What follows belongs to an exercise in optimizing a design on an open flow for small area and a short achievable clock period; a production flow would make more cautious choices.
Only simulation tests tie the RTL to the original design; equivalence was not proved.
Power is estimated from default activity; no workload was simulated.

<file path="flow/design.v">
`timescale 1ns / 1ps
module neuron #(
    parameter signed [15:0] BIAS = 0    
)(
    input clk,
    input [7:0] one,         
    input [7:0] two,         
    input [7:0] neg,         
    input x_nz,              
    input x_sign,            
    input [15:0] weight,     
    input clr,               
    input fin,               
    output reg [15:0] logit
);
    wire [31:0] ts, tc;
    mul_tree tree (.one(one), .two(two), .neg(neg), .w(weight), .ps(ts), .pc(tc));
    reg [31:0] ps, pc;
    reg psg;
    always @(posedge clk) begin
        ps <= ts;
        pc <= tc;
        psg <= x_nz && (|weight) && (x_sign ^ weight[15]);
    end
    reg [31:0] acc;
    reg [17:0] tot;
    wire [31:0] x3 = acc ^ ps ^ pc;
    wire [31:0] c3 = (acc & ps) | (acc & pc) | (ps & pc);
    wire [32:0] s;
    add_pfx #(.W(32)) add (.a(x3), .b({c3[30:0], 1'b0}), .s(s));
    wire ovf = (acc[31] == psg) && (s[31] != acc[31]);
    wire [31:0] r = ovf ? {acc[31], {31{~acc[31]}}} : s[31:0];
    always @(posedge clk) begin
        acc <= clr ? 32'd0 : r;
        tot <= r[31:14];
    end
    wire [18:0] u = {tot[17], tot} + {{3{BIAS[15]}}, BIAS};
    always @(posedge clk)
        if (fin)
            logit <= (u[18:15] == 4'b0000 || u[18:15] == 4'b1111) ? u[15:0] :
                     u[18] ? 16'h8000 : 16'h7FFF;
endmodule
module add_pfx #(
    parameter W = 32
)(
    input [W-1:0] a,
    input [W-1:0] b,
    output [W:0] s
);
    localparam L = $clog2(W);
    wire [W*(L+1)-1:0] G, P;
    assign G[W-1:0] = a & b;
    assign P[W-1:0] = a ^ b;
    genvar l, i;
    generate
        for (l = 0; l < L; l = l + 1) begin : pfx
            for (i = 0; i < W; i = i + 1) begin : bt
                if ((i >> l) & 1) begin : merge
                    localparam integer J = ((i >> l) << l) - 1;
                    assign G[W*(l+1)+i] = G[W*l+i] | (P[W*l+i] & G[W*l+J]);
                    assign P[W*(l+1)+i] = P[W*l+i] & P[W*l+J];
                end else begin : pass
                    assign G[W*(l+1)+i] = G[W*l+i];
                    assign P[W*(l+1)+i] = P[W*l+i];
                end
            end
        end
    endgenerate
    assign s = {G[W*L+W-1], P[W-1:0] ^ {G[W*L+W-2:W*L], 1'b0}};
endmodule
module mul_tree (
    input  [7:0] one,
    input  [7:0] two,
    input  [7:0] neg,
    input  [15:0] w,
    output [31:0] ps,
    output [31:0] pc
);
    wire pp0_0 = ((one[0] & w[0]) | (two[0] & 1'b0)) ^ neg[0];
    wire pp0_1 = ((one[0] & w[1]) | (two[0] & w[0])) ^ neg[0];
    wire pp0_2 = ((one[0] & w[2]) | (two[0] & w[1])) ^ neg[0];
    wire pp0_3 = ((one[0] & w[3]) | (two[0] & w[2])) ^ neg[0];
    wire pp0_4 = ((one[0] & w[4]) | (two[0] & w[3])) ^ neg[0];
    wire pp0_5 = ((one[0] & w[5]) | (two[0] & w[4])) ^ neg[0];
    wire pp0_6 = ((one[0] & w[6]) | (two[0] & w[5])) ^ neg[0];
    wire pp0_7 = ((one[0] & w[7]) | (two[0] & w[6])) ^ neg[0];
    wire pp0_8 = ((one[0] & w[8]) | (two[0] & w[7])) ^ neg[0];
    wire pp0_9 = ((one[0] & w[9]) | (two[0] & w[8])) ^ neg[0];
    wire pp0_10 = ((one[0] & w[10]) | (two[0] & w[9])) ^ neg[0];
    wire pp0_11 = ((one[0] & w[11]) | (two[0] & w[10])) ^ neg[0];
    wire pp0_12 = ((one[0] & w[12]) | (two[0] & w[11])) ^ neg[0];
    wire pp0_13 = ((one[0] & w[13]) | (two[0] & w[12])) ^ neg[0];
    wire pp0_14 = ((one[0] & w[14]) | (two[0] & w[13])) ^ neg[0];
    wire pp0_15 = ((one[0] & w[15]) | (two[0] & w[14])) ^ neg[0];
    wire pp0_16 = ~(((one[0] | two[0]) & w[15]) ^ neg[0]);
    wire pp1_0 = ((one[1] & w[0]) | (two[1] & 1'b0)) ^ neg[1];
    wire pp1_1 = ((one[1] & w[1]) | (two[1] & w[0])) ^ neg[1];
    wire pp1_2 = ((one[1] & w[2]) | (two[1] & w[1])) ^ neg[1];
    wire pp1_3 = ((one[1] & w[3]) | (two[1] & w[2])) ^ neg[1];
    wire pp1_4 = ((one[1] & w[4]) | (two[1] & w[3])) ^ neg[1];
    wire pp1_5 = ((one[1] & w[5]) | (two[1] & w[4])) ^ neg[1];
    wire pp1_6 = ((one[1] & w[6]) | (two[1] & w[5])) ^ neg[1];
    wire pp1_7 = ((one[1] & w[7]) | (two[1] & w[6])) ^ neg[1];
    wire pp1_8 = ((one[1] & w[8]) | (two[1] & w[7])) ^ neg[1];
    wire pp1_9 = ((one[1] & w[9]) | (two[1] & w[8])) ^ neg[1];
    wire pp1_10 = ((one[1] & w[10]) | (two[1] & w[9])) ^ neg[1];
    wire pp1_11 = ((one[1] & w[11]) | (two[1] & w[10])) ^ neg[1];
    wire pp1_12 = ((one[1] & w[12]) | (two[1] & w[11])) ^ neg[1];
    wire pp1_13 = ((one[1] & w[13]) | (two[1] & w[12])) ^ neg[1];
    wire pp1_14 = ((one[1] & w[14]) | (two[1] & w[13])) ^ neg[1];
    wire pp1_15 = ((one[1] & w[15]) | (two[1] & w[14])) ^ neg[1];
    wire pp1_16 = ~(((one[1] | two[1]) & w[15]) ^ neg[1]);
    wire pp2_0 = ((one[2] & w[0]) | (two[2] & 1'b0)) ^ neg[2];
    wire pp2_1 = ((one[2] & w[1]) | (two[2] & w[0])) ^ neg[2];
    wire pp2_2 = ((one[2] & w[2]) | (two[2] & w[1])) ^ neg[2];
    wire pp2_3 = ((one[2] & w[3]) | (two[2] & w[2])) ^ neg[2];
    wire pp2_4 = ((one[2] & w[4]) | (two[2] & w[3])) ^ neg[2];
    wire pp2_5 = ((one[2] & w[5]) | (two[2] & w[4])) ^ neg[2];
    wire pp2_6 = ((one[2] & w[6]) | (two[2] & w[5])) ^ neg[2];
    wire pp2_7 = ((one[2] & w[7]) | (two[2] & w[6])) ^ neg[2];
    wire pp2_8 = ((one[2] & w[8]) | (two[2] & w[7])) ^ neg[2];
    wire pp2_9 = ((one[2] & w[9]) | (two[2] & w[8])) ^ neg[2];
    wire pp2_10 = ((one[2] & w[10]) | (two[2] & w[9])) ^ neg[2];
    wire pp2_11 = ((one[2] & w[11]) | (two[2] & w[10])) ^ neg[2];
    wire pp2_12 = ((one[2] & w[12]) | (two[2] & w[11])) ^ neg[2];
    wire pp2_13 = ((one[2] & w[13]) | (two[2] & w[12])) ^ neg[2];
    wire pp2_14 = ((one[2] & w[14]) | (two[2] & w[13])) ^ neg[2];
    wire pp2_15 = ((one[2] & w[15]) | (two[2] & w[14])) ^ neg[2];
    wire pp2_16 = ~(((one[2] | two[2]) & w[15]) ^ neg[2]);
    wire pp3_0 = ((one[3] & w[0]) | (two[3] & 1'b0)) ^ neg[3];
    wire pp3_1 = ((one[3] & w[1]) | (two[3] & w[0])) ^ neg[3];
    wire pp3_2 = ((one[3] & w[2]) | (two[3] & w[1])) ^ neg[3];
    wire pp3_3 = ((one[3] & w[3]) | (two[3] & w[2])) ^ neg[3];
    wire pp3_4 = ((one[3] & w[4]) | (two[3] & w[3])) ^ neg[3];
    wire pp3_5 = ((one[3] & w[5]) | (two[3] & w[4])) ^ neg[3];
    wire pp3_6 = ((one[3] & w[6]) | (two[3] & w[5])) ^ neg[3];
    wire pp3_7 = ((one[3] & w[7]) | (two[3] & w[6])) ^ neg[3];
    wire pp3_8 = ((one[3] & w[8]) | (two[3] & w[7])) ^ neg[3];
    wire pp3_9 = ((one[3] & w[9]) | (two[3] & w[8])) ^ neg[3];
    wire pp3_10 = ((one[3] & w[10]) | (two[3] & w[9])) ^ neg[3];
    wire pp3_11 = ((one[3] & w[11]) | (two[3] & w[10])) ^ neg[3];
    wire pp3_12 = ((one[3] & w[12]) | (two[3] & w[11])) ^ neg[3];
    wire pp3_13 = ((one[3] & w[13]) | (two[3] & w[12])) ^ neg[3];
    wire pp3_14 = ((one[3] & w[14]) | (two[3] & w[13])) ^ neg[3];
    wire pp3_15 = ((one[3] & w[15]) | (two[3] & w[14])) ^ neg[3];
    wire pp3_16 = ~(((one[3] | two[3]) & w[15]) ^ neg[3]);
    wire pp4_0 = ((one[4] & w[0]) | (two[4] & 1'b0)) ^ neg[4];
    wire pp4_1 = ((one[4] & w[1]) | (two[4] & w[0])) ^ neg[4];
    wire pp4_2 = ((one[4] & w[2]) | (two[4] & w[1])) ^ neg[4];
    wire pp4_3 = ((one[4] & w[3]) | (two[4] & w[2])) ^ neg[4];
    wire pp4_4 = ((one[4] & w[4]) | (two[4] & w[3])) ^ neg[4];
    wire pp4_5 = ((one[4] & w[5]) | (two[4] & w[4])) ^ neg[4];
    wire pp4_6 = ((one[4] & w[6]) | (two[4] & w[5])) ^ neg[4];
    wire pp4_7 = ((one[4] & w[7]) | (two[4] & w[6])) ^ neg[4];
    wire pp4_8 = ((one[4] & w[8]) | (two[4] & w[7])) ^ neg[4];
    wire pp4_9 = ((one[4] & w[9]) | (two[4] & w[8])) ^ neg[4];
    wire pp4_10 = ((one[4] & w[10]) | (two[4] & w[9])) ^ neg[4];
    wire pp4_11 = ((one[4] & w[11]) | (two[4] & w[10])) ^ neg[4];
    wire pp4_12 = ((one[4] & w[12]) | (two[4] & w[11])) ^ neg[4];
    wire pp4_13 = ((one[4] & w[13]) | (two[4] & w[12])) ^ neg[4];
    wire pp4_14 = ((one[4] & w[14]) | (two[4] & w[13])) ^ neg[4];
    wire pp4_15 = ((one[4] & w[15]) | (two[4] & w[14])) ^ neg[4];
    wire pp4_16 = ~(((one[4] | two[4]) & w[15]) ^ neg[4]);
    wire pp5_0 = ((one[5] & w[0]) | (two[5] & 1'b0)) ^ neg[5];
    wire pp5_1 = ((one[5] & w[1]) | (two[5] & w[0])) ^ neg[5];
    wire pp5_2 = ((one[5] & w[2]) | (two[5] & w[1])) ^ neg[5];
    wire pp5_3 = ((one[5] & w[3]) | (two[5] & w[2])) ^ neg[5];
    wire pp5_4 = ((one[5] & w[4]) | (two[5] & w[3])) ^ neg[5];
    wire pp5_5 = ((one[5] & w[5]) | (two[5] & w[4])) ^ neg[5];
    wire pp5_6 = ((one[5] & w[6]) | (two[5] & w[5])) ^ neg[5];
    wire pp5_7 = ((one[5] & w[7]) | (two[5] & w[6])) ^ neg[5];
    wire pp5_8 = ((one[5] & w[8]) | (two[5] & w[7])) ^ neg[5];
    wire pp5_9 = ((one[5] & w[9]) | (two[5] & w[8])) ^ neg[5];
    wire pp5_10 = ((one[5] & w[10]) | (two[5] & w[9])) ^ neg[5];
    wire pp5_11 = ((one[5] & w[11]) | (two[5] & w[10])) ^ neg[5];
    wire pp5_12 = ((one[5] & w[12]) | (two[5] & w[11])) ^ neg[5];
    wire pp5_13 = ((one[5] & w[13]) | (two[5] & w[12])) ^ neg[5];
    wire pp5_14 = ((one[5] & w[14]) | (two[5] & w[13])) ^ neg[5];
    wire pp5_15 = ((one[5] & w[15]) | (two[5] & w[14])) ^ neg[5];
    wire pp5_16 = ~(((one[5] | two[5]) & w[15]) ^ neg[5]);
    wire pp6_0 = ((one[6] & w[0]) | (two[6] & 1'b0)) ^ neg[6];
    wire pp6_1 = ((one[6] & w[1]) | (two[6] & w[0])) ^ neg[6];
    wire pp6_2 = ((one[6] & w[2]) | (two[6] & w[1])) ^ neg[6];
    wire pp6_3 = ((one[6] & w[3]) | (two[6] & w[2])) ^ neg[6];
    wire pp6_4 = ((one[6] & w[4]) | (two[6] & w[3])) ^ neg[6];
    wire pp6_5 = ((one[6] & w[5]) | (two[6] & w[4])) ^ neg[6];
    wire pp6_6 = ((one[6] & w[6]) | (two[6] & w[5])) ^ neg[6];
    wire pp6_7 = ((one[6] & w[7]) | (two[6] & w[6])) ^ neg[6];
    wire pp6_8 = ((one[6] & w[8]) | (two[6] & w[7])) ^ neg[6];
    wire pp6_9 = ((one[6] & w[9]) | (two[6] & w[8])) ^ neg[6];
    wire pp6_10 = ((one[6] & w[10]) | (two[6] & w[9])) ^ neg[6];
    wire pp6_11 = ((one[6] & w[11]) | (two[6] & w[10])) ^ neg[6];
    wire pp6_12 = ((one[6] & w[12]) | (two[6] & w[11])) ^ neg[6];
    wire pp6_13 = ((one[6] & w[13]) | (two[6] & w[12])) ^ neg[6];
    wire pp6_14 = ((one[6] & w[14]) | (two[6] & w[13])) ^ neg[6];
    wire pp6_15 = ((one[6] & w[15]) | (two[6] & w[14])) ^ neg[6];
    wire pp6_16 = ~(((one[6] | two[6]) & w[15]) ^ neg[6]);
    wire pp7_0 = ((one[7] & w[0]) | (two[7] & 1'b0)) ^ neg[7];
    wire pp7_1 = ((one[7] & w[1]) | (two[7] & w[0])) ^ neg[7];
    wire pp7_2 = ((one[7] & w[2]) | (two[7] & w[1])) ^ neg[7];
    wire pp7_3 = ((one[7] & w[3]) | (two[7] & w[2])) ^ neg[7];
    wire pp7_4 = ((one[7] & w[4]) | (two[7] & w[3])) ^ neg[7];
    wire pp7_5 = ((one[7] & w[5]) | (two[7] & w[4])) ^ neg[7];
    wire pp7_6 = ((one[7] & w[6]) | (two[7] & w[5])) ^ neg[7];
    wire pp7_7 = ((one[7] & w[7]) | (two[7] & w[6])) ^ neg[7];
    wire pp7_8 = ((one[7] & w[8]) | (two[7] & w[7])) ^ neg[7];
    wire pp7_9 = ((one[7] & w[9]) | (two[7] & w[8])) ^ neg[7];
    wire pp7_10 = ((one[7] & w[10]) | (two[7] & w[9])) ^ neg[7];
    wire pp7_11 = ((one[7] & w[11]) | (two[7] & w[10])) ^ neg[7];
    wire pp7_12 = ((one[7] & w[12]) | (two[7] & w[11])) ^ neg[7];
    wire pp7_13 = ((one[7] & w[13]) | (two[7] & w[12])) ^ neg[7];
    wire pp7_14 = ((one[7] & w[14]) | (two[7] & w[13])) ^ neg[7];
    wire pp7_15 = ((one[7] & w[15]) | (two[7] & w[14])) ^ neg[7];
    wire pp7_16 = ~(((one[7] | two[7]) & w[15]) ^ neg[7]);
    wire hs0 = neg[5] ^ pp0_10;
    wire hc0 = neg[5] & pp0_10;
    wire hs1 = pp0_11 ^ pp1_9;
    wire hc1 = pp0_11 & pp1_9;
    wire fs0 = neg[6] ^ pp0_12 ^ pp1_10;
    wire fc0 = (neg[6] & pp0_12) | (neg[6] & pp1_10) | (pp0_12 & pp1_10);
    wire hs2 = pp2_8 ^ pp3_6;
    wire hc2 = pp2_8 & pp3_6;
    wire fs1 = pp0_13 ^ pp1_11 ^ pp2_9;
    wire fc1 = (pp0_13 & pp1_11) | (pp0_13 & pp2_9) | (pp1_11 & pp2_9);
    wire hs3 = pp3_7 ^ pp4_5;
    wire hc3 = pp3_7 & pp4_5;
    wire fs2 = neg[7] ^ pp0_14 ^ pp1_12;
    wire fc2 = (neg[7] & pp0_14) | (neg[7] & pp1_12) | (pp0_14 & pp1_12);
    wire fs3 = pp2_10 ^ pp3_8 ^ pp4_6;
    wire fc3 = (pp2_10 & pp3_8) | (pp2_10 & pp4_6) | (pp3_8 & pp4_6);
    wire hs4 = pp5_4 ^ pp6_2;
    wire hc4 = pp5_4 & pp6_2;
    wire fs4 = pp0_15 ^ pp1_13 ^ pp2_11;
    wire fc4 = (pp0_15 & pp1_13) | (pp0_15 & pp2_11) | (pp1_13 & pp2_11);
    wire fs5 = pp3_9 ^ pp4_7 ^ pp5_5;
    wire fc5 = (pp3_9 & pp4_7) | (pp3_9 & pp5_5) | (pp4_7 & pp5_5);
    wire hs5 = pp6_3 ^ pp7_1;
    wire hc5 = pp6_3 & pp7_1;
    wire fs6 = 1'b1 ^ pp0_16 ^ pp1_14;
    wire fc6 = (1'b1 & pp0_16) | (1'b1 & pp1_14) | (pp0_16 & pp1_14);
    wire fs7 = pp2_12 ^ pp3_10 ^ pp4_8;
    wire fc7 = (pp2_12 & pp3_10) | (pp2_12 & pp4_8) | (pp3_10 & pp4_8);
    wire fs8 = pp5_6 ^ pp6_4 ^ pp7_2;
    wire fc8 = (pp5_6 & pp6_4) | (pp5_6 & pp7_2) | (pp6_4 & pp7_2);
    wire fs9 = 1'b1 ^ pp1_15 ^ pp2_13;
    wire fc9 = (1'b1 & pp1_15) | (1'b1 & pp2_13) | (pp1_15 & pp2_13);
    wire fs10 = pp3_11 ^ pp4_9 ^ pp5_7;
    wire fc10 = (pp3_11 & pp4_9) | (pp3_11 & pp5_7) | (pp4_9 & pp5_7);
    wire hs6 = pp6_5 ^ pp7_3;
    wire hc6 = pp6_5 & pp7_3;
    wire fs11 = pp1_16 ^ pp2_14 ^ pp3_12;
    wire fc11 = (pp1_16 & pp2_14) | (pp1_16 & pp3_12) | (pp2_14 & pp3_12);
    wire fs12 = pp4_10 ^ pp5_8 ^ pp6_6;
    wire fc12 = (pp4_10 & pp5_8) | (pp4_10 & pp6_6) | (pp5_8 & pp6_6);
    wire fs13 = 1'b1 ^ pp2_15 ^ pp3_13;
    wire fc13 = (1'b1 & pp2_15) | (1'b1 & pp3_13) | (pp2_15 & pp3_13);
    wire hs7 = pp4_11 ^ pp5_9;
    wire hc7 = pp4_11 & pp5_9;
    wire fs14 = pp2_16 ^ pp3_14 ^ pp4_12;
    wire fc14 = (pp2_16 & pp3_14) | (pp2_16 & pp4_12) | (pp3_14 & pp4_12);
    wire hs8 = 1'b1 ^ pp3_15;
    wire hc8 = 1'b1 & pp3_15;
    wire hs9 = neg[3] ^ pp0_6;
    wire hc9 = neg[3] & pp0_6;
    wire hs10 = pp0_7 ^ pp1_5;
    wire hc10 = pp0_7 & pp1_5;
    wire fs15 = neg[4] ^ pp0_8 ^ pp1_6;
    wire fc15 = (neg[4] & pp0_8) | (neg[4] & pp1_6) | (pp0_8 & pp1_6);
    wire hs11 = pp2_4 ^ pp3_2;
    wire hc11 = pp2_4 & pp3_2;
    wire fs16 = pp0_9 ^ pp1_7 ^ pp2_5;
    wire fc16 = (pp0_9 & pp1_7) | (pp0_9 & pp2_5) | (pp1_7 & pp2_5);
    wire hs12 = pp3_3 ^ pp4_1;
    wire hc12 = pp3_3 & pp4_1;
    wire fs17 = pp1_8 ^ pp2_6 ^ pp3_4;
    wire fc17 = (pp1_8 & pp2_6) | (pp1_8 & pp3_4) | (pp2_6 & pp3_4);
    wire fs18 = pp4_2 ^ pp5_0 ^ hs0;
    wire fc18 = (pp4_2 & pp5_0) | (pp4_2 & hs0) | (pp5_0 & hs0);
    wire fs19 = pp2_7 ^ pp3_5 ^ pp4_3;
    wire fc19 = (pp2_7 & pp3_5) | (pp2_7 & pp4_3) | (pp3_5 & pp4_3);
    wire fs20 = pp5_1 ^ hc0 ^ hs1;
    wire fc20 = (pp5_1 & hc0) | (pp5_1 & hs1) | (hc0 & hs1);
    wire fs21 = pp4_4 ^ pp5_2 ^ pp6_0;
    wire fc21 = (pp4_4 & pp5_2) | (pp4_4 & pp6_0) | (pp5_2 & pp6_0);
    wire fs22 = hc1 ^ hs2 ^ fs0;
    wire fc22 = (hc1 & hs2) | (hc1 & fs0) | (hs2 & fs0);
    wire fs23 = pp5_3 ^ pp6_1 ^ hc2;
    wire fc23 = (pp5_3 & pp6_1) | (pp5_3 & hc2) | (pp6_1 & hc2);
    wire fs24 = hs3 ^ fc0 ^ fs1;
    wire fc24 = (hs3 & fc0) | (hs3 & fs1) | (fc0 & fs1);
    wire fs25 = pp7_0 ^ hc3 ^ hs4;
    wire fc25 = (pp7_0 & hc3) | (pp7_0 & hs4) | (hc3 & hs4);
    wire fs26 = fc1 ^ fs2 ^ fs3;
    wire fc26 = (fc1 & fs2) | (fc1 & fs3) | (fs2 & fs3);
    wire fs27 = hc4 ^ hs5 ^ fc2;
    wire fc27 = (hc4 & hs5) | (hc4 & fc2) | (hs5 & fc2);
    wire fs28 = fc3 ^ fs4 ^ fs5;
    wire fc28 = (fc3 & fs4) | (fc3 & fs5) | (fs4 & fs5);
    wire fs29 = hc5 ^ fc4 ^ fc5;
    wire fc29 = (hc5 & fc4) | (hc5 & fc5) | (fc4 & fc5);
    wire fs30 = fs6 ^ fs7 ^ fs8;
    wire fc30 = (fs6 & fs7) | (fs6 & fs8) | (fs7 & fs8);
    wire fs31 = hs6 ^ fc6 ^ fc7;
    wire fc31 = (hs6 & fc6) | (hs6 & fc7) | (fc6 & fc7);
    wire fs32 = fc8 ^ fs10 ^ fs9;
    wire fc32 = (fc8 & fs10) | (fc8 & fs9) | (fs10 & fs9);
    wire fs33 = pp7_4 ^ hc6 ^ fc10;
    wire fc33 = (pp7_4 & hc6) | (pp7_4 & fc10) | (hc6 & fc10);
    wire fs34 = fc9 ^ fs11 ^ fs12;
    wire fc34 = (fc9 & fs11) | (fc9 & fs12) | (fs11 & fs12);
    wire fs35 = pp6_7 ^ pp7_5 ^ hs7;
    wire fc35 = (pp6_7 & pp7_5) | (pp6_7 & hs7) | (pp7_5 & hs7);
    wire fs36 = fc11 ^ fc12 ^ fs13;
    wire fc36 = (fc11 & fc12) | (fc11 & fs13) | (fc12 & fs13);
    wire fs37 = pp5_10 ^ pp6_8 ^ pp7_6;
    wire fc37 = (pp5_10 & pp6_8) | (pp5_10 & pp7_6) | (pp6_8 & pp7_6);
    wire fs38 = hc7 ^ fc13 ^ fs14;
    wire fc38 = (hc7 & fc13) | (hc7 & fs14) | (fc13 & fs14);
    wire fs39 = pp4_13 ^ pp5_11 ^ pp6_9;
    wire fc39 = (pp4_13 & pp5_11) | (pp4_13 & pp6_9) | (pp5_11 & pp6_9);
    wire fs40 = pp7_7 ^ hs8 ^ fc14;
    wire fc40 = (pp7_7 & hs8) | (pp7_7 & fc14) | (hs8 & fc14);
    wire fs41 = pp3_16 ^ pp4_14 ^ pp5_12;
    wire fc41 = (pp3_16 & pp4_14) | (pp3_16 & pp5_12) | (pp4_14 & pp5_12);
    wire fs42 = pp6_10 ^ pp7_8 ^ hc8;
    wire fc42 = (pp6_10 & pp7_8) | (pp6_10 & hc8) | (pp7_8 & hc8);
    wire fs43 = 1'b1 ^ pp4_15 ^ pp5_13;
    wire fc43 = (1'b1 & pp4_15) | (1'b1 & pp5_13) | (pp4_15 & pp5_13);
    wire hs13 = pp6_11 ^ pp7_9;
    wire hc13 = pp6_11 & pp7_9;
    wire fs44 = pp4_16 ^ pp5_14 ^ pp6_12;
    wire fc44 = (pp4_16 & pp5_14) | (pp4_16 & pp6_12) | (pp5_14 & pp6_12);
    wire hs14 = 1'b1 ^ pp5_15;
    wire hc14 = 1'b1 & pp5_15;
    wire hs15 = neg[2] ^ pp0_4;
    wire hc15 = neg[2] & pp0_4;
    wire hs16 = pp0_5 ^ pp1_3;
    wire hc16 = pp0_5 & pp1_3;
    wire fs45 = pp1_4 ^ pp2_2 ^ pp3_0;
    wire fc45 = (pp1_4 & pp2_2) | (pp1_4 & pp3_0) | (pp2_2 & pp3_0);
    wire fs46 = pp2_3 ^ pp3_1 ^ hc9;
    wire fc46 = (pp2_3 & pp3_1) | (pp2_3 & hc9) | (pp3_1 & hc9);
    wire fs47 = pp4_0 ^ hc10 ^ hs11;
    wire fc47 = (pp4_0 & hc10) | (pp4_0 & hs11) | (hc10 & hs11);
    wire fs48 = hc11 ^ hs12 ^ fc15;
    wire fc48 = (hc11 & hs12) | (hc11 & fc15) | (hs12 & fc15);
    wire fs49 = hc12 ^ fc16 ^ fs17;
    wire fc49 = (hc12 & fc16) | (hc12 & fs17) | (fc16 & fs17);
    wire fs50 = fc17 ^ fs19 ^ fc18;
    wire fc50 = (fc17 & fs19) | (fc17 & fc18) | (fs19 & fc18);
    wire fs51 = fc19 ^ fs21 ^ fc20;
    wire fc51 = (fc19 & fs21) | (fc19 & fc20) | (fs21 & fc20);
    wire fs52 = fc21 ^ fs23 ^ fc22;
    wire fc52 = (fc21 & fs23) | (fc21 & fc22) | (fs23 & fc22);
    wire fs53 = fc23 ^ fs25 ^ fc24;
    wire fc53 = (fc23 & fs25) | (fc23 & fc24) | (fs25 & fc24);
    wire fs54 = fc25 ^ fc26 ^ fs27;
    wire fc54 = (fc25 & fc26) | (fc25 & fs27) | (fc26 & fs27);
    wire fs55 = fc27 ^ fc28 ^ fs29;
    wire fc55 = (fc27 & fc28) | (fc27 & fs29) | (fc28 & fs29);
    wire fs56 = fc29 ^ fc30 ^ fs31;
    wire fc56 = (fc29 & fc30) | (fc29 & fs31) | (fc30 & fs31);
    wire fs57 = fc31 ^ fc32 ^ fs33;
    wire fc57 = (fc31 & fc32) | (fc31 & fs33) | (fc32 & fs33);
    wire fs58 = fs35 ^ fc33 ^ fc34;
    wire fc58 = (fs35 & fc33) | (fs35 & fc34) | (fc33 & fc34);
    wire fs59 = fs37 ^ fc35 ^ fc36;
    wire fc59 = (fs37 & fc35) | (fs37 & fc36) | (fc35 & fc36);
    wire fs60 = fc37 ^ fs39 ^ fc38;
    wire fc60 = (fc37 & fs39) | (fc37 & fc38) | (fs39 & fc38);
    wire fs61 = fc39 ^ fs41 ^ fs42;
    wire fc61 = (fc39 & fs41) | (fc39 & fs42) | (fs41 & fs42);
    wire fs62 = hs13 ^ fc41 ^ fs43;
    wire fc62 = (hs13 & fc41) | (hs13 & fs43) | (fc41 & fs43);
    wire fs63 = pp7_10 ^ hc13 ^ fc43;
    wire fc63 = (pp7_10 & hc13) | (pp7_10 & fc43) | (hc13 & fc43);
    wire fs64 = pp6_13 ^ pp7_11 ^ hs14;
    wire fc64 = (pp6_13 & pp7_11) | (pp6_13 & hs14) | (pp7_11 & hs14);
    wire fs65 = pp5_16 ^ pp6_14 ^ pp7_12;
    wire fc65 = (pp5_16 & pp6_14) | (pp5_16 & pp7_12) | (pp6_14 & pp7_12);
    wire hs17 = 1'b1 ^ pp6_15;
    wire hc17 = 1'b1 & pp6_15;
    wire hs18 = neg[1] ^ pp0_2;
    wire hc18 = neg[1] & pp0_2;
    wire hs19 = pp0_3 ^ pp1_1;
    wire hc19 = pp0_3 & pp1_1;
    wire fs66 = pp1_2 ^ pp2_0 ^ hs15;
    wire fc66 = (pp1_2 & pp2_0) | (pp1_2 & hs15) | (pp2_0 & hs15);
    wire fs67 = pp2_1 ^ hc15 ^ hs16;
    wire fc67 = (pp2_1 & hc15) | (pp2_1 & hs16) | (hc15 & hs16);
    wire fs68 = hc16 ^ hs9 ^ fs45;
    wire fc68 = (hc16 & hs9) | (hc16 & fs45) | (hs9 & fs45);
    wire fs69 = hs10 ^ fc45 ^ fs46;
    wire fc69 = (hs10 & fc45) | (hs10 & fs46) | (fc45 & fs46);
    wire fs70 = fs15 ^ fc46 ^ fs47;
    wire fc70 = (fs15 & fc46) | (fs15 & fs47) | (fc46 & fs47);
    wire fs71 = fs16 ^ fc47 ^ fs48;
    wire fc71 = (fs16 & fc47) | (fs16 & fs48) | (fc47 & fs48);
    wire fs72 = fs18 ^ fc48 ^ fs49;
    wire fc72 = (fs18 & fc48) | (fs18 & fs49) | (fc48 & fs49);
    wire fs73 = fs20 ^ fc49 ^ fs50;
    wire fc73 = (fs20 & fc49) | (fs20 & fs50) | (fc49 & fs50);
    wire fs74 = fs22 ^ fc50 ^ fs51;
    wire fc74 = (fs22 & fc50) | (fs22 & fs51) | (fc50 & fs51);
    wire fs75 = fs24 ^ fc51 ^ fs52;
    wire fc75 = (fs24 & fc51) | (fs24 & fs52) | (fc51 & fs52);
    wire fs76 = fs26 ^ fc52 ^ fs53;
    wire fc76 = (fs26 & fc52) | (fs26 & fs53) | (fc52 & fs53);
    wire fs77 = fs28 ^ fc53 ^ fs54;
    wire fc77 = (fs28 & fc53) | (fs28 & fs54) | (fc53 & fs54);
    wire fs78 = fs30 ^ fc54 ^ fs55;
    wire fc78 = (fs30 & fc54) | (fs30 & fs55) | (fc54 & fs55);
    wire fs79 = fs32 ^ fc55 ^ fs56;
    wire fc79 = (fs32 & fc55) | (fs32 & fs56) | (fc55 & fs56);
    wire fs80 = fs34 ^ fc56 ^ fs57;
    wire fc80 = (fs34 & fc56) | (fs34 & fs57) | (fc56 & fs57);
    wire fs81 = fs36 ^ fc57 ^ fs58;
    wire fc81 = (fs36 & fc57) | (fs36 & fs58) | (fc57 & fs58);
    wire fs82 = fs38 ^ fc58 ^ fs59;
    wire fc82 = (fs38 & fc58) | (fs38 & fs59) | (fc58 & fs59);
    wire fs83 = fs40 ^ fc59 ^ fs60;
    wire fc83 = (fs40 & fc59) | (fs40 & fs60) | (fc59 & fs60);
    wire fs84 = fc40 ^ fs61 ^ fc60;
    wire fc84 = (fc40 & fs61) | (fc40 & fc60) | (fs61 & fc60);
    wire fs85 = fc42 ^ fs62 ^ fc61;
    wire fc85 = (fc42 & fs62) | (fc42 & fc61) | (fs62 & fc61);
    wire fs86 = fs44 ^ fc62 ^ fs63;
    wire fc86 = (fs44 & fc62) | (fs44 & fs63) | (fc62 & fs63);
    wire fs87 = fc44 ^ fs64 ^ fc63;
    wire fc87 = (fc44 & fs64) | (fc44 & fc63) | (fs64 & fc63);
    wire fs88 = hc14 ^ fs65 ^ fc64;
    wire fc88 = (hc14 & fs65) | (hc14 & fc64) | (fs65 & fc64);
    wire fs89 = pp7_13 ^ hs17 ^ fc65;
    wire fc89 = (pp7_13 & hs17) | (pp7_13 & fc65) | (hs17 & fc65);
    wire fs90 = pp6_16 ^ pp7_14 ^ hc17;
    wire fc90 = (pp6_16 & pp7_14) | (pp6_16 & hc17) | (pp7_14 & hc17);
    wire hs20 = 1'b1 ^ pp7_15;
    wire hc20 = 1'b1 & pp7_15;
    assign ps[0] = neg[0];
    assign pc[0] = pp0_0;
    assign ps[1] = pp0_1;
    assign pc[1] = 1'b0;
    assign ps[2] = pp1_0;
    assign pc[2] = hs18;
    assign ps[3] = hc18;
    assign pc[3] = hs19;
    assign ps[4] = hc19;
    assign pc[4] = fs66;
    assign ps[5] = fc66;
    assign pc[5] = fs67;
    assign ps[6] = fc67;
    assign pc[6] = fs68;
    assign ps[7] = fc68;
    assign pc[7] = fs69;
    assign ps[8] = fc69;
    assign pc[8] = fs70;
    assign ps[9] = fc70;
    assign pc[9] = fs71;
    assign ps[10] = fc71;
    assign pc[10] = fs72;
    assign ps[11] = fc72;
    assign pc[11] = fs73;
    assign ps[12] = fc73;
    assign pc[12] = fs74;
    assign ps[13] = fc74;
    assign pc[13] = fs75;
    assign ps[14] = fc75;
    assign pc[14] = fs76;
    assign ps[15] = fc76;
    assign pc[15] = fs77;
    assign ps[16] = fc77;
    assign pc[16] = fs78;
    assign ps[17] = fc78;
    assign pc[17] = fs79;
    assign ps[18] = fc79;
    assign pc[18] = fs80;
    assign ps[19] = fc80;
    assign pc[19] = fs81;
    assign ps[20] = fc81;
    assign pc[20] = fs82;
    assign ps[21] = fc82;
    assign pc[21] = fs83;
    assign ps[22] = fc83;
    assign pc[22] = fs84;
    assign ps[23] = fs85;
    assign pc[23] = fc84;
    assign ps[24] = fs86;
    assign pc[24] = fc85;
    assign ps[25] = fc86;
    assign pc[25] = fs87;
    assign ps[26] = fs88;
    assign pc[26] = fc87;
    assign ps[27] = fs89;
    assign pc[27] = fc88;
    assign ps[28] = fs90;
    assign pc[28] = fc89;
    assign ps[29] = hs20;
    assign pc[29] = fc90;
    assign ps[30] = pp7_16;
    assign pc[30] = hc20;
    assign ps[31] = 1'b1;
    assign pc[31] = 1'b0;
endmodule
`timescale 1ns / 1ps
module Softmax (
    input clk,
    input rst,
    input [63:0] in,           
    input in_valid,            
    output reg [63:0] out,
    output reg valid,
    output [7:0] led_control
);
    function [15:0] exp_lut;
        input [3:0] idx;
        begin
            case (idx)
                4'd0:  exp_lut = 16'h0800;
                4'd1:  exp_lut = 16'h09D0;
                4'd2:  exp_lut = 16'h0C20;
                4'd3:  exp_lut = 16'h0F80;
                4'd4:  exp_lut = 16'h1480;
                4'd5:  exp_lut = 16'h1C80;
                4'd6:  exp_lut = 16'h2A00;
                4'd7:  exp_lut = 16'h4000;
                4'd8:  exp_lut = 16'h6800;
                4'd9:  exp_lut = 16'hAC00;
                4'd10: exp_lut = 16'h1280;
                4'd11: exp_lut = 16'h1F80;
                4'd12: exp_lut = 16'h2C00;
                4'd13: exp_lut = 16'h4C00;
                4'd14: exp_lut = 16'h8000;
                default: exp_lut = 16'hD800;
            endcase
        end
    endfunction
    function [3:0] rank;
        input [3:0] idx;
        begin
            case (idx)
                4'd0:  rank = 4'd0;
                4'd1:  rank = 4'd1;
                4'd2:  rank = 4'd2;
                4'd3:  rank = 4'd3;
                4'd4:  rank = 4'd5;
                4'd5:  rank = 4'd6;
                4'd6:  rank = 4'd8;
                4'd7:  rank = 4'd10;
                4'd8:  rank = 4'd12;
                4'd9:  rank = 4'd14;
                4'd10: rank = 4'd4;
                4'd11: rank = 4'd7;
                4'd12: rank = 4'd9;
                4'd13: rank = 4'd11;
                4'd14: rank = 4'd13;
                default: rank = 4'd15;
            endcase
        end
    endfunction
    wire [3:0] i0 = {~in[15], in[14:12]};
    wire [3:0] i1 = {~in[31], in[30:28]};
    wire [3:0] i2 = {~in[47], in[46:44]};
    wire [3:0] i3 = {~in[63], in[62:60]};
    wire [15:0] e0 = exp_lut(i0);
    wire [15:0] e1 = exp_lut(i1);
    wire [15:0] e2 = exp_lut(i2);
    wire [15:0] e3 = exp_lut(i3);
    reg [12:0] p01, p23;
    wire [12:0] p01_next, p23_next;
    wire [13:0] sum;
    add_pfx #(.W(12)) add01 (.a(e0[15:4]), .b(e1[15:4]), .s(p01_next));
    add_pfx #(.W(12)) add23 (.a(e2[15:4]), .b(e3[15:4]), .s(p23_next));
    add_pfx #(.W(13)) add4 (.a(p01), .b(p23), .s(sum));
    wire [3:0] s = sum[13:10];
    wire [2:0] sh = (s == 4'b0000) ? 3'd4 :
                    (s[3:1] == 3'b001) ? 3'd3 :
                    (s[3:2] == 2'b01) ? 3'd2 :
                    s[3] ? 3'd1 : 3'd0;
    wire [3:0] r0 = rank(i0);
    wire [3:0] r1 = rank(i1);
    wire [3:0] r2 = rank(i2);
    wire [3:0] r3 = rank(i3);
    wire [3:0] m01 = (r1 > r0) ? r1 : r0;
    wire c01 = r1 > r0;
    wire [3:0] m23 = (r3 > r2) ? r3 : r2;
    wire c23 = r3 > r2;
    wire hi = m23 > m01;     
    wire [1:0] cls = hi ? {1'b1, c23} : {1'b0, c01};
    reg [3:0] led;
    assign led_control = {4'b0000, led};
    reg valid_d;
    wire [15:0] n0 = e0 >> sh;
    wire [15:0] n1 = e1 >> sh;
    wire [15:0] n2 = e2 >> sh;
    wire [15:0] n3 = e3 >> sh;
    always @(posedge clk) begin
        p01 <= p01_next;
        p23 <= p23_next;
        valid_d <= !rst && in_valid;
        out <= {1'b0, n3[14:0], 1'b0, n2[14:0], 1'b0, n1[14:0], 1'b0, n0[14:0]};
        led <= 4'b0001 << cls;
        valid <= !rst && valid_d;
    end
endmodule
`timescale 1ns / 1ps
module fc_head #(
    parameter DATA_WIDTH = 16,
    parameter NUM_INPUTS = 1024,
    parameter NUM_OUTPUTS = 4
)(
    input clk,
    input rst,
    input [DATA_WIDTH-1:0] myinput,
    input [DATA_WIDTH*NUM_OUTPUTS-1:0] myweights,
    input myinputValid,
    output [DATA_WIDTH*NUM_OUTPUTS-1:0] softmax_out,
    output softmax_valid,
    output [7:0] led_control,
    output [DATA_WIDTH*NUM_OUTPUTS-1:0] logits
);
    reg [9:0] input_count;
    reg [63:0] weights;
    reg last0, last1, fin, clr, logit_valid;
    reg [7:0] b_one, b_two, b_neg;
    reg [7:0] b_one_n, b_two_n, b_neg_n;
    reg x_nz, x_sign;
    wire take = myinputValid && !rst;
    wire [16:0] xe = {myinput, 1'b0};
    wire [7:0] e_one, e_two, e_neg;
    genvar i;
    generate
        for (i = 0; i < 8; i = i + 1) begin : booth
            assign e_one[i] = xe[2*i+1] ^ xe[2*i];
            assign e_two[i] = (xe[2*i+2] & ~xe[2*i+1] & ~xe[2*i]) | (~xe[2*i+2] & xe[2*i+1] & xe[2*i]);
            assign e_neg[i] = xe[2*i+2];
        end
    endgenerate
    always @(posedge clk) begin
        b_one <= take ? e_one : 8'd0;
        b_two <= take ? e_two : 8'd0;
        b_neg <= take ? e_neg : 8'd0;
        b_one_n <= ~(take ? e_one : 8'd0);
        b_two_n <= ~(take ? e_two : 8'd0);
        b_neg_n <= ~(take ? e_neg : 8'd0);
        x_nz <= take && (|myinput);
        x_sign <= myinput[15];
        weights <= myweights;
        clr <= rst || last0;
        if (rst) begin
            input_count <= 0;
            last0 <= 0;
            last1 <= 0;
            fin <= 0;
            logit_valid <= 0;
        end else begin
            if (myinputValid)
                input_count <= input_count + 1;
            last0 <= myinputValid && (input_count == NUM_INPUTS-1);
            last1 <= last0;
            fin <= last1;
            logit_valid <= fin;
        end
    end
    localparam [63:0] BIASES = {16'h003C, 16'h0001, 16'hFFD1, 16'h0006};
    generate
        for (i = 0; i < NUM_OUTPUTS; i = i + 1) begin : output_layer
            neuron #(
                .BIAS(BIASES[(i+1)*DATA_WIDTH-1 -: DATA_WIDTH])
            ) neuron_output (
                .clk(clk),
                .one(i < 2 ? b_one : ~b_one_n),
                .two(i < 2 ? b_two : ~b_two_n),
                .neg(i < 2 ? b_neg : ~b_neg_n),
                .x_nz(x_nz),
                .x_sign(x_sign),
                .weight(weights[(i+1)*DATA_WIDTH-1 -: DATA_WIDTH]),
                .clr(clr),
                .fin(fin),
                .logit(logits[(i+1)*DATA_WIDTH-1 -: DATA_WIDTH])
            );
        end
    endgenerate
    Softmax softmax_inst (
        .clk(clk),
        .rst(rst),
        .in(logits),
        .in_valid(logit_valid),
        .out(softmax_out),
        .valid(softmax_valid),
        .led_control(led_control)
    );
endmodule
</file>
<file path="flow/run.sh">
#!/bin/bash
# synth_recipe.tcl (not shown) runs the flow's synth.tcl, then flattens the netlist and writes it again
# the make line also repeats each setting of config.mk as NAME=value (left out here)
make -C /OpenROAD-flow-scripts/flow DESIGN_CONFIG=/design/flow/config.mk WORK_HOME=/design/flow/orfs CLKGATE_MAP_FILE= SYNTH_SCRIPT=/design/flow/synth_recipe.tcl finish
</file>
<file path="flow/config.mk">
export PLATFORM = sky130hd
export DESIGN_NAME = fc_head
export DESIGN_NICKNAME = fc_head
export VERILOG_FILES = /design/flow/design.v
export SDC_FILE = /design/flow/constraint.sdc
export NUM_CORES = 4
export LEC_CHECK = 0
export ABC_AREA = 1
export CAP_MARGIN = 20
export CORE_MARGIN = 2
export CORE_UTILIZATION = 40
export CTS_CLUSTER_DIAMETER = 80
export CTS_CLUSTER_SIZE = 30
export SETUP_SLACK_MARGIN = 4.5
export SLEW_MARGIN = 20
</file>
<file path="flow/constraint.sdc">
create_clock -name core_clock -period 8.0 [get_ports {clk}]
set_input_delay 1.6000 -clock core_clock [delete_from_list [all_inputs] [get_ports {clk}]]
set_output_delay 1.6000 -clock core_clock [all_outputs]
set_load 0.01 [all_outputs]
</file>
==> results of run 1 <==
==> stage by stage <==
step           setup slack, ps  hold WS, ps   util
5_1_grt                   4450          438  0.453
3_5_place_dp              3950          389  0.428
3_3_place_gp              3990          385  0.428
2_1_floorplan             4530          329      -
6_report                  4540          408  0.453
4_1_cts                   4500          407  0.446
==> repair_timing <==
item / 4_1_cts / 5_1_grt
gates cloned: 2 / 2
hold buffers: 0 / 0
gates resized for setup: 53 / 92
pin swaps: 0 / 7
setup endpoints to repair: 258 / 259
setup buffers: 34 / 65
==> area by class of cell <==
cell class / instances / share of cell area
Sequential cell: 731 / 0.266
Timing Repair Buffer: 366 / 0.0590
Clock inverter: 38 / 0.0118
Tap cell: 1662 / 0.0361
Inverter: 891 / 0.0611
Multi-Input combinational cell: 3885 / 0.545
Clock buffer: 48 / 0.0207
Timing Repair inverter: 2 / 0.000261
==> how the worst max path moves through the flow <==
stage | cells past startpoint | end | from | slack, ps
after floorplan | 9 | output_layer[0].neuron_output.pc[19]$_DFF_P_ | b_neg[2]$_DFF_P_ | 4530
after global placement | 12 | output_layer[3].neuron_output.acc[5]$_SDFF_PP0_ | output_layer[3].neuron_output.acc[3]$_SDFF_PP0_ | 3990
after detailed placement | 9 | output_layer[2].neuron_output.pc[17]$_DFF_P_ | b_neg_n[6]$_DFF_P_ | 3950
after CTS | 8 | output_layer[3].neuron_output.pc[17]$_DFF_P_ | weights[56]$_DFF_P_ | 4500
after global routing | 19 | softmax_inst.led[0]$_SDFF_PN0_ | output_layer[1].neuron_output.logit[13]$_DFFE_PP_ | 4450
final | 8 | output_layer[0].neuron_output.pc[17]$_DFF_P_ | b_neg[4]$_DFF_P_ | 4540
==> per-layer routing <==
| metal | up-vias | track usage | wire length, um |
|---|---|---|---|
| li1 | 18900 | - | - |
| met5 | - | 0 | 39 |
| met2 | 1510 | 0.338 | 63300 |
| met1 | 18900 | 0.287 | 61400 |
| met4 | 6 | 0.0855 | 5770 |
| met3 | 333 | 0.0357 | 9990 |
==> power breakdown <==
| part | switching (W) | internal (W) |
|---|---|---|
| clock network | 0.00161 | 0.00131 |
| logic | 0.00785 | 0.00477 |
| registers | 0.000574 | 0.00485 |
==> flip-flops by register name, indices dropped and copies added (netlist names), 4 cells and up <==
register,count
output_layer.neuron_output.acc,128
output_layer.neuron_output.pc,120
output_layer.neuron_output.psg,4
b_neg_n,8
input_count,10
b_one,8
weights,64
softmax_inst.p01,13
softmax_inst.led,4
softmax_inst.p23,13
b_two_n,8
output_layer.neuron_output.tot,72
output_layer.neuron_output.logit,64
b_neg,8
softmax_inst.out,60
b_two,8
output_layer.neuron_output.ps,122
b_one_n,8
==> worst max-delay path: cells and delay by family, from the launching register on <==
kind	cells	cell delay [ps]
flops	1	330
fa+ha+maj	4	2090
buf+inv	3	690
xor+xnor	1	260
==> layout by cell type (no fill, tap or decap), types with 8 or more instances in the layout <==
cell             instances
nor4_1                  18
ha_1                   285
xor2_1                 649
inv_2                   21
clkdlybuf4s50_1        208
clkinv_8                 8
nand3_1                322
nand2_2                 10
dfxtp_1                644
nor2_1                 171
nand4_1                 12
clkbuf_16               47
inv_1                  807
nand2_1                875
o21ai_1                 10
a21oi_1                283
clkinvlp_4              36
clkinv_2                17
nand3b_1                 8
o21ai_0                 85
xnor2_1                 43
buf_4                  140
o211ai_1                13
inv_4                   12
fa_1                   492
o22ai_1                482
a31oi_1                  8
dfxtp_2                 15
o21bai_1                20
nor3_1                  14
edfxtp_1                64
dfxtp_4                  8
conb_1                   8
==> kinds of logic after synthesis <==
| family | share of synthesized area |
|---|---|
| other cells | 0.0000733 |
| mux | 0.000196 |
| xor+xnor | 0.119 |
| buf+inv | 0.0927 |
| fa+ha+maj | 0.262 |
| flops | 0.298 |
| compound gates | 0.107 |
| simple gates | 0.120 |
==> notes.md, run 1 <==
- N_diodes: 0
- Synth warn: 6
- Library cells used by synthesis: between 50 and 60
- RR Endpoint: output_layer[0].neuron_output.pc[17]$_DFF_P_
- Worst Hold Launch: last1$_SDFF_PP0_
- Main flop type after synthesis: dfxtp_1
- Routed vias: slightly below 40k
- Crit path capture type: flip-flop
- Total CTS buffers: 47
- Maximum buffer depth of the clock tree: 3
- Hold path depth: 2
- End of the worst hold path: fin$_SDFF_PP0_
- Pwr Density: roughly 360 mW/mm^2
- Setup TNS: 0 ps
- RSZ-0062 raised after global routing: yes
- Die outline height: between 300 and 400 um
- Max FO, Critical Path: 20
- Area grow syn2layout: 12.6%
- Fin area: 0.0576 mm^2
- Post-synthesis sequential area ratio: 0.298
- Crit Path Class: reg2reg
- Slew HR: 0.314
- Synthesized cell area: 0.0512 mm^2
- Slowest stage delay, CP: 550 ps
- Max-slew violations: 0
- Antenna Nets Post-Route: 0
- Grt total ovfl: 0
- Reg2reg setup slack: 4540 ps
- Final WL: roughly 140,000 um
- Slew @ Worst Pin: ~1000 ps
- RR Startpoint: b_neg[4]$_DFF_P_
- Synth Register Bits: around 730
- Most common cell in the netlist: nand2_1
- CP most frequent cell: fa_1
- 1st-iter DRT viols: between 3k and 4k
- Final setup viols: 0
- CTS H-tree lvls: 2
- # fillers: about 12k
- Clock latency reported for the late side of the worst-skew pair: roughly 700 ps
- Area of the multi-input gates: 0.0314 mm^2
- Hold Crit Class: reg2reg
- Area occupied by registers: ~0.015 mm^2
- CTS sink count: between 700 and 800
- Ys async rst share: 0
- WL/cell: 18.4 um
- Crit share post-route: 0.433
- Port Buffers: around 210
- Die area: about 0.13 mm^2
- Required time of the critical path: between 8000 and 9000 ps
- Largest net degree at the start of global routing: 66
- Total power: roughly 0.021 W
- Min Tclk post-route: 3460 ps
- Finished Layout Cells: between 7k and 8k
- CP cell instances: buf_4 > inv_4 > xor2_1 > fa_1 > fa_1 > fa_1 > inv_1 > fa_1
- Outcome: no timing/DRC/antenna violations
- Slowest-stage cell, CP: fa_1
- Post-synth EDFFs: 64
- Post-route clock skew: ~47 ps
- DP Wirelength: 99,600 um
- Core area: roughly 0.13 mm^2
- Initial Util: 0.402
- Drc violations: 0
- Area contributors post-synth: dfxtp_1 26%, fa_1 19%, xor2_1 11%
- Register-to-Register Path Depth: 8
- Syn_area_per_cell: about 8.8 um^2
- Antenna violations before repair: 3
- Row cnt: ~130
- Placer congestion estimate: slightly below 0.9
- Ports: 220
- Vias in the first global route: 39.9k
- CTS tree: done
- Synth top area share: 0.261
- Max Clock Freq: 0.289 GHz
- Leakage: about 27 nW
- Drt pass-1 iters: 5
- Worst VDD drop: about 0.00023 V
- Crit start category: flip-flop
- Placed standard-cell area: 0.0545 mm^2
- Syn Inst Count: between 5k and 6k
- Nets: roughly 6.8k
- Max-cap violation count: 0
- Yosys top cell by area: dfxtp_1
- Placed cells: around 7.4k
- Clk root buf: clkbuf_16
- Critical Path AT: 4060 ps
- Clock slew at reported path FFs: ~110 ps
- Via-to-Cell Ratio: slightly above 5
- Layout cells sized above 1: 0.0684
- Total track usage: 0.212
- Die width: between 300 and 400 um
- Wire length of the first global-routing pass: roughly 220,000 um
- Hold Vio Cnt, Final: 0
- Top post-synthesis cells by count: 882 x nand2_1, 839 x inv_1, 667 x dfxtp_1, 651 x xor2_1, 492 x fa_1
==> run 2, diff against run 1 <==
==> flow/flow/run.sh (new file) <==
#!/bin/bash
export SYNTH_ARGS="-noabc"
bash standard.sh > standard.log 2>&1
==> flow/standard.sh (new file) <==
#!/bin/bash
# synth_recipe.tcl (not shown) runs the flow's synth.tcl, then flattens the netlist and writes it again
# the make line also repeats each setting of config.mk as NAME=value (left out here)
make -C /OpenROAD-flow-scripts/flow DESIGN_CONFIG=/design/flow/config.mk WORK_HOME=/design/flow/orfs CLKGATE_MAP_FILE= SYNTH_SCRIPT=/design/flow/synth_recipe.tcl "${@:-finish}"
removed: flow/run.sh
==> run 2 against run 1 <==
  * Still clean
  * Combinational power fell by 9%
  * Setup slack got worse by 34 ps
  * Non-clock buffer count down 49
  * Synthesized area shrank 3.2%
  * Core utilization is 0.32 points lower
  * Register-to-register slack is essentially flat
  * Power is 5.4% lower
  * Maximum frequency fell by 0.98%
  * Sequential power increased by 2%
  * Critical path type is now reg2out
  * Critical endpoint is now logits[46]
==> notes.md, run 2 <==
- Outcome: no timing/DRC/antenna violations
- Hold Crit Class: reg2reg
- Syn_area_per_cell: roughly 9 um^2
- Setup TNS: 0 ps
- Antenna violations before repair: 3
- RSZ-0062 raised after global routing: yes
- RR Endpoint: output_layer[1].neuron_output.pc[19]$_DFF_P_
- Leakage: between 20 and 30 nW
- Crit share post-route: 0.437
- Nets: about 6.3k
- CTS H-tree lvls: 2
- Area contributors post-synth: dfxtp_1 27%, fa_1 20%, xor2_1 12%
- Worst VDD drop: roughly 0.00025 V
- Clock slew at reported path FFs: 100 ps
- Crit start category: flip-flop
- Slowest stage delay, CP: approximately 530 ps
- Register bank with the most flops: output_layer.neuron_output.acc
- CTS sink count: around 730
- Port Buffers: ~210
- Routed vias: approximately 38k
- Yosys top cell by area: dfxtp_1
- Register-to-Register Path Depth: 8
- Pre-CTS setup slack: approximately 3800 ps
- DP Wirelength: approximately 100,000 um
- Die width: roughly 360 um
- Post-route clock skew: 32.7 ps
- Final setup viols: 0
- Max-cap violation count: 0
- Synth Register Bits: approximately 730
- Row cnt: between 100 and 150
- Synth warn: 6
- RR Startpoint: b_neg[2]$_DFF_P_
- Most frequent cells in the layout: 846 x nand2_1, 674 x xor2_1, 650 x dfxtp_1, 492 x fa_1, 480 x o22ai_1
- Antenna Nets Post-Route: 0
- WL/cell: between 15 and 20 um
- End of the worst hold path: fin$_SDFF_PP0_
- Synth top area share: 0.269
- Fin area: between 0.05 and 0.06 mm^2
- Placed standard-cell area: roughly 0.053 mm^2
- Ys async rst share: 0
- Pwr Density: approximately 360 mW/mm^2
- Ports: 220
- Crit path capture type: output pin
- Placer congestion estimate: roughly 0.9
- Required time of the critical path: about 6400 ps
- Max Clock Freq: about 0.29 GHz
- Largest registers: output_layer.neuron_output.acc (128), output_layer.neuron_output.ps (122), output_layer.neuron_output.pc (120)
- Logic pwr share: 0.579
- Library cells used by synthesis: 55
- Area grow syn2layout: 11.9%
- Syn Inst Count: 5,453
- Drt pass-1 iters: 7
- Grt total ovfl: 0
- Hold Vio Cnt, Final: 0
- Total CTS buffers: 45
- Via-to-Cell Ratio: between 5 and 6
- Crit Path Class: reg2out
- Pint: between 0.01 and 0.015 W
- Reg2reg setup slack: ~4600 ps
- Max-slew violations: 0
- CTS Hold Buffers Added: 0
- Die outline height: roughly 360 um
- Vias in the first global route: between 30k and 40k
- Layout cells sized above 1: 0.0599
- Slew @ Worst Pin: 1030 ps
- Psw: 0.00926 W
- CTS tree: done
- Max reg flops: around 130
- Final WL: between 100,000 and 150,000 um
- N_diodes: 0
- Top post-synthesis cells by count: 857 x nand2_1, 674 x xor2_1, 667 x dfxtp_1, 492 x fa_1, 480 x o22ai_1
- Worst Hold Launch: last1$_SDFF_PP0_
- Core area: between 0.1 and 0.15 mm^2
- Clock share of power: 0.142
- Flop pwr share: 0.279
- Drc violations: 0
- Post-synth EDFFs: 64
- Clock latency reported for the late side of the worst-skew pair: about 660 ps
- Maximum buffer depth of the clock tree: 3
- Util after Layout: 0.450
- Slew HR: 0.315
- Wire length of the first global-routing pass: 215,000 um
- Total track usage: 0.214
- Min Tclk post-route: 3500 ps
- CP cell instances: buf_4 > clkdlybuf4s50_1
- Post-synthesis sequential area ratio: 0.308
- 1st-iter DRT viols: between 3k and 4k
- # fillers: roughly 12k
- Critical Path AT: ~1900 ps
- Largest net degree at the start of global routing: slightly above 70
- Die area: 0.127 mm^2
- Slowest-stage cell, CP: edfxtp_1
- Initial Util: 0.402
- Main flop type after synthesis: dfxtp_1
- Switching share of power: 0.467
- Fin worst setup slack: between 4000 and 5000 ps
- Synthesized cell area: between 0.04 and 0.05 mm^2
- Leading cell type in the layout, fill and taps excluded: nand2_1
- Hold path depth: 2
- Most common cell in the netlist: nand2_1
- Clk root buf: clkbuf_16
- Max FO, Critical Path: 7
run 2: cell count changes in the layout (fill, tap and decap cells not counted), sizes merged, moves of 10 or more:
cell | before | now
a21oi | 286 | 273
nor4 | 18 | 8
nand3 | 331 | 352
nand2 | 893 | 876
ha | 286 | 258
nand4 | 12 | 28
nor2 | 182 | 215
xor2 | 651 | 674
o21ai | 101 | 90
buf | 155 | 106
inv | 858 | 479
o21bai | 20 | 8
run 2: power groups by stage:
stage	Clock (W)	Combinational (W)	Sequential [W]
final	0.00282	0.0115	0.00553
after global routing	0.00306	0.0133	0.00566
after CTS	0.00293	0.0114	0.00555
after detailed placement	0	0.0113	0.00563
after global placement	0	0.0111	0.00562
after floorplan	0	0.00887	0.00539
run 2: worst max path at each step:
stage	endpoint	slack (ps)	from	cells past startpoint
6_report	logits[46]	4500	output_layer[2].neuron_output.logit[14]$_DFFE_PP_	2
5_1_grt	logits[46]	4430	output_layer[2].neuron_output.logit[14]$_DFFE_PP_	2
4_1_cts	output_layer[3].neuron_output.pc[18]$_DFF_P_	4430	b_neg_n[5]$_DFF_P_	6
3_5_place_dp	output_layer[3].neuron_output.pc[18]$_DFF_P_	3830	b_neg_n[7]$_DFF_P_	7
3_3_place_gp	output_layer[3].neuron_output.pc[18]$_DFF_P_	3970	b_neg_n[7]$_DFF_P_	7
2_1_floorplan	output_layer[2].neuron_output.pc[19]$_DFF_P_	4550	b_neg_n[4]$_DFF_P_	8
run 2: stage by stage:
step	power, W	cells	hold WS [ps]
after floorplan	0.0143	5460	329
after global placement	0.0167	7041	384
after detailed placement	0.0169	7042	394
after CTS	0.0199	7143	413
after global routing	0.0220	7178	436
final	0.0198	7178	408
run 2: kinds of logic (layout without fill, tap and decap cells):
logic type | Yosys count | count (layout) | synth area share
and+or+nand+nor | 1520 | 1520 | 0.130
DFF | 731 | 731 | 0.308
buffers and inverters | 845 | 924 | 0.0662
xor gates and xnor gates | 711 | 711 | 0.126
AOI/OAI and AO/OA | 895 | 897 | 0.106
adders and majority gates | 750 | 750 | 0.264
other | 1 | 8 | 0.0000757
run 2: repair_timing:
action / CTS / global route
cloned: 0 / 2
buffers inserted: 17 / 33
pin swaps: 0 / 4
gates resized for setup: 31 / 85
endpoints found under the setup margin: 176 / 303
run 2: layer usage:
layer	share of wire	up-vias	routed length (um)	track usage
li1	-	18000	-	-
met1	0.44	18400	60200	0.293
met2	0.45	1518	61600	0.338
met3	0.078	254	10700	0.0387
met4	0.032	4	4320	0.0769
met5	0.00018	-	25	0
run 2: cell type report:
type,instances,area (um^2),share of cell area
Clock buffer,49,1200,0.0217
Clock inverter,35,597,0.0108
Inverter,523,2130,0.0385
Multi-Input combinational cell,3886,31200,0.562
Sequential cell,731,15300,0.276
Tap cell,1637,2050,0.0369
Timing Repair Buffer,317,2990,0.0538
run 2: worst max-delay path: cells and delay by family (launching register included):
family | cells | cell delay (ps)
DFF | 1 | 530
buffers and inverters | 2 | 730
==> run 3, diff against run 2 <==
--- a/flow/config.mk
+++ b/flow/config.mk
@@ -11,5 +11,5 @@
 export CORE_UTILIZATION = 40
 export CTS_CLUSTER_DIAMETER = 80
 export CTS_CLUSTER_SIZE = 30
-export SETUP_SLACK_MARGIN = 4.5
+export SETUP_SLACK_MARGIN = 4.65
 export SLEW_MARGIN = 20
==> run 3 against run 2 <==
  * Core utilization up 0.49 points
  * Routed wire length down 1.0%
  * Critical endpoint is now output_layer[1].neuron_output.pc[17]$_DFF_P_
  * Combinational power grew 5%
  * Setup slack better by 190 ps
  * Worst hold slack worse by 6.1 ps
  * Sequential cell count unchanged
  * Count of clock-buffer cells in the layout is 3 lower
  * Clock skew grew 5.6 ps
  * Sequential share of layout area fell by 0.26 points
==> notes.md, run 3 <==
- Hold path depth: 2
- Syn Inst Count: 5,453
- Yosys top cell by area: dfxtp_1
- Min Tclk post-route: approximately 3300 ps
- Final setup viols: 0
- Busiest grt layer: met2
- Hold_ws: approximately 400 ps
- Slew HR: 0.280
- Vias in the first global route: between 30k and 40k
- DP Wirelength: 96,500 um
- RR Startpoint: weights[31]$_DFF_P_
- Post-synthesis sequential area ratio: 0.308
- Initial Util: 0.402
- Fin area: approximately 0.056 mm^2
- RR Endpoint: output_layer[1].neuron_output.pc[17]$_DFF_P_
- Routed vias: 38.5k
- Area occupied by registers: between 0.015 and 0.02 mm^2
- Synth Register Bits: about 730
- Ports: between 200 and 250
- Largest registers: output_layer.neuron_output.acc (128), output_layer.neuron_output.ps (122), output_layer.neuron_output.pc (120)
- Die width: ~360 um
- Slew @ Worst Pin: 1080 ps
- Largest net degree at the start of global routing: 73
- Core area: ~0.12 mm^2
- Placed standard-cell area: around 0.053 mm^2
- Register-to-Register Path Depth: 7
- Most common cell in the netlist: nand2_1
- CTS tree: done
- CP most frequent cell: fa_1
- Max FO, Critical Path: 11
- Slowest stage delay, CP: roughly 590 ps
- Register bank with the most flops: output_layer.neuron_output.acc
- Clk root buf: clkbuf_16
- Total power: approximately 0.02 W
- Hold Vio Cnt, Final: 0
- Logic pwr share: 0.595
- Critical Path Source: weights[31]$_DFF_P_
- Grt total ovfl: 0
- Synthesized cell area: ~0.050 mm^2
- Antenna violations before repair: 4
- Antenna Nets Post-Route: 0
- Setup TNS: 0 ps
- Row cnt: ~130
- Max Clock Freq: 0.302 GHz
- Hold Crit Class: reg2reg
- Placer congestion estimate: 0.870
- Synth warn: 6
- Max-cap violation count: 0
- Pre-CTS setup slack: about 4000 ps
- Outcome: no timing/DRC/antenna violations
- Clock slew at reported path FFs: 110 ps
- Grt met1 use: 0.295
- Crit share post-route: 0.414
- Post-synth EDFFs: 64
- Via-to-Cell Ratio: 5.32
- CTS sink count: between 700 and 800
- CTS H-tree lvls: 2
- 1st-iter DRT viols: between 3k and 4k
- CTS Hold Buffers Added: 0
- Port Buffers: 211
- Nets: around 6.4k
- RSZ-0062 raised after global routing: yes
- Most frequent cells in the layout: 842 x nand2_1, 674 x xor2_1, 636 x dfxtp_1, 492 x fa_1, 480 x o22ai_1
- Main flop type after synthesis: dfxtp_1
- Slowest-stage cell, CP: fa_1
- Total CTS buffers: 45
- Pwr Density: between 300 and 400 mW/mm^2
- Pint: between 0.01 and 0.015 W
- Total track usage: 0.211
- Fin worst setup slack: around 4700 ps
- Crit path capture type: flip-flop
- Final WL: 135,000 um
- Top post-synthesis cells by count: 857 x nand2_1, 674 x xor2_1, 667 x dfxtp_1, 492 x fa_1, 480 x o22ai_1
- Crit start category: flip-flop
- Layout cells sized above 1: 0.0795
- Worst Hold Launch: last1$_SDFF_PP0_
- Area contributors post-synth: dfxtp_1 27%, fa_1 20%, xor2_1 12%
- Area of the multi-input gates: roughly 0.031 mm^2
- Leakage: around 27 nW
- Flop pwr share: 0.270
- Maximum buffer depth of the clock tree: 3
- Die area: around 0.13 mm^2
- Drt pass-1 iters: 7
- Drc violations: 0
- Worst VDD drop: 0.000330 V
- WL/cell: approximately 19 um
- End of the worst hold path: fin$_SDFF_PP0_
- Reg2reg setup slack: between 4000 and 5000 ps
- Max reg flops: between 100 and 150
- Post-route clock skew: 38.3 ps
- Ys async rst share: 0
- Area grow syn2layout: 13.2%
- # fillers: between 10k and 15k
- Die outline height: ~360 um
- Leading cell type in the layout, fill and taps excluded: nand2_1
- Library cells used by synthesis: 55
- Critical Path AT: ~3800 ps
- Syn_area_per_cell: ~9.1 um^2
- Met3 global-route usage: 0.0326
- Switching share of power: 0.470
- Crit Path Class: reg2reg
- Synth top area share: 0.269
- Max-slew violations: 0
- Psw: roughly 0.0095 W
- Wire length of the first global-routing pass: between 200,000 and 250,000 um
- CP cell instances: inv_1 > o22ai_1 > xor2_1 > fa_1 > fa_1 > fa_1 > fa_1
- Clock share of power: 0.134
- Required time of the critical path: around 8500 ps
- Grt met2 use: 0.330
- Clock latency reported for the late side of the worst-skew pair: between 600 and 700 ps
run 3: cell counts after synthesis:
No cell type changed its count.
run 3: repair_timing:
item | CTS | global route
setup buffers | 36 | 70
pin swaps | 1 | 11
gates cloned | 4 | 5
resized for setup | 102 | 113
endpoints found under the setup margin | 270 | 347
run 3: metrics by stage:
stage / cells / util
after floorplan: 5460 / -
after global placement: 7040 / 0.429
after detailed placement: 7042 / 0.429
after CTS: 7162 / 0.447
after global routing: 7237 / 0.455
final: 7238 / 0.455
run 3: how the worst max path moves through the flow:
stage	endpoint	slack (ps)	depth (start not counted)
finish	output_layer[1].neuron_output.pc[17]$_DFF_P_	4690	7
detailed placement	output_layer[1].neuron_output.acc[5]$_SDFF_PP0_	3980	15
global route	output_layer[1].neuron_output.acc[30]$_SDFF_PP0_	4610	17
CTS	output_layer[2].neuron_output.pc[17]$_DFF_P_	4650	7
global placement	output_layer[3].neuron_output.acc[5]$_SDFF_PP0_	3910	15
floorplan	output_layer[0].neuron_output.pc[17]$_DFF_P_	4660	7
run 3: power by group through the flow:
stage,combinational [W],sequential [W],clock (W)
2_1_floorplan,0.00887,0.00539,0
5_1_grt,0.0138,0.00561,0.00297
3_3_place_gp,0.0113,0.00556,0
3_5_place_dp,0.0115,0.00557,0
6_report,0.0121,0.00548,0.00272
4_1_cts,0.0117,0.00549,0.00283
run 3: logic make-up (layout without fill, tap and decap cells):
group	after synthesis	count (layout)	synth area share
AOI/OAI and AO/OA	895	896	0.106
xor gates and xnor gates	711	711	0.126
adders and majority gates	750	750	0.264
buffers and inverters	845	982	0.0662
DFF	731	731	0.308
other	1	9	0.0000757
and+or+nand+nor	1520	1522	0.130
run 3: layout make-up:
cell class | count | area share
clock inverter | 34 | 0.00984
multi-input combinational | 3887 | 0.558
timing repair inverter | 6 | 0.000536
tap | 1637 | 0.0365
timing repair buffer | 373 | 0.0631
sequential | 731 | 0.273
clock buffer | 46 | 0.0203
antenna | 1 | 0.0000446
inverter | 523 | 0.0386
run 3: worst max-delay path: cells and delay by family (launching register included):
kind / cells / cell delay [ps]
DFF: 1 / 530
adders and majority gates: 4 / 2000
AOI/OAI and AO/OA: 1 / 250
buffers and inverters: 1 / 260
xor gates and xnor gates: 1 / 120
run 3: routing by layer:
layer	part of all wire	vias up
met3	0.073	273
met4	0.037	4
met2	0.45	1569
li1	-	18100
met5	0.00019	-
met1	0.44	18600

## separate check: timing with driven ports
In the flow no input, the clock included, has a driving cell. The finished layouts below were timed again as built, in two steps. Step 1, drivers: a clkbuf_16 drives clk and a buf_2 each remaining input, both assumed. Step 2, shift: input delay + t, output delay - t, t = (earliest + latest rising clock arrival at the registers) / 2. This alone moves slack from input paths to output paths. a / b / c = ideal / step 1 / step 2; a / b = the first two.
| run | shift t [ns] | setup WS [ns] | worst setup path at the end | worst slew at a driven data input, ns | pins driven straight from the clock port |
|---|---|---|---|---|---|
| run 1 | 0.748 | 4.536 / 4.492 / 3.966 | input to register | 0.07 | 1 |
| run 2 | 0.720 | 4.501 / 4.427 / 4.506 | input to register | 0.08 | 1 |
| run 3 | 0.714 | 4.690 / 4.627 / 4.283 | input to register | 0.06 | 1 |
After both steps every run listed still meets setup and hold. The setup slack of run 1, which loses most, moves by -0.044 ns with the drivers and by -0.570 ns with both steps.
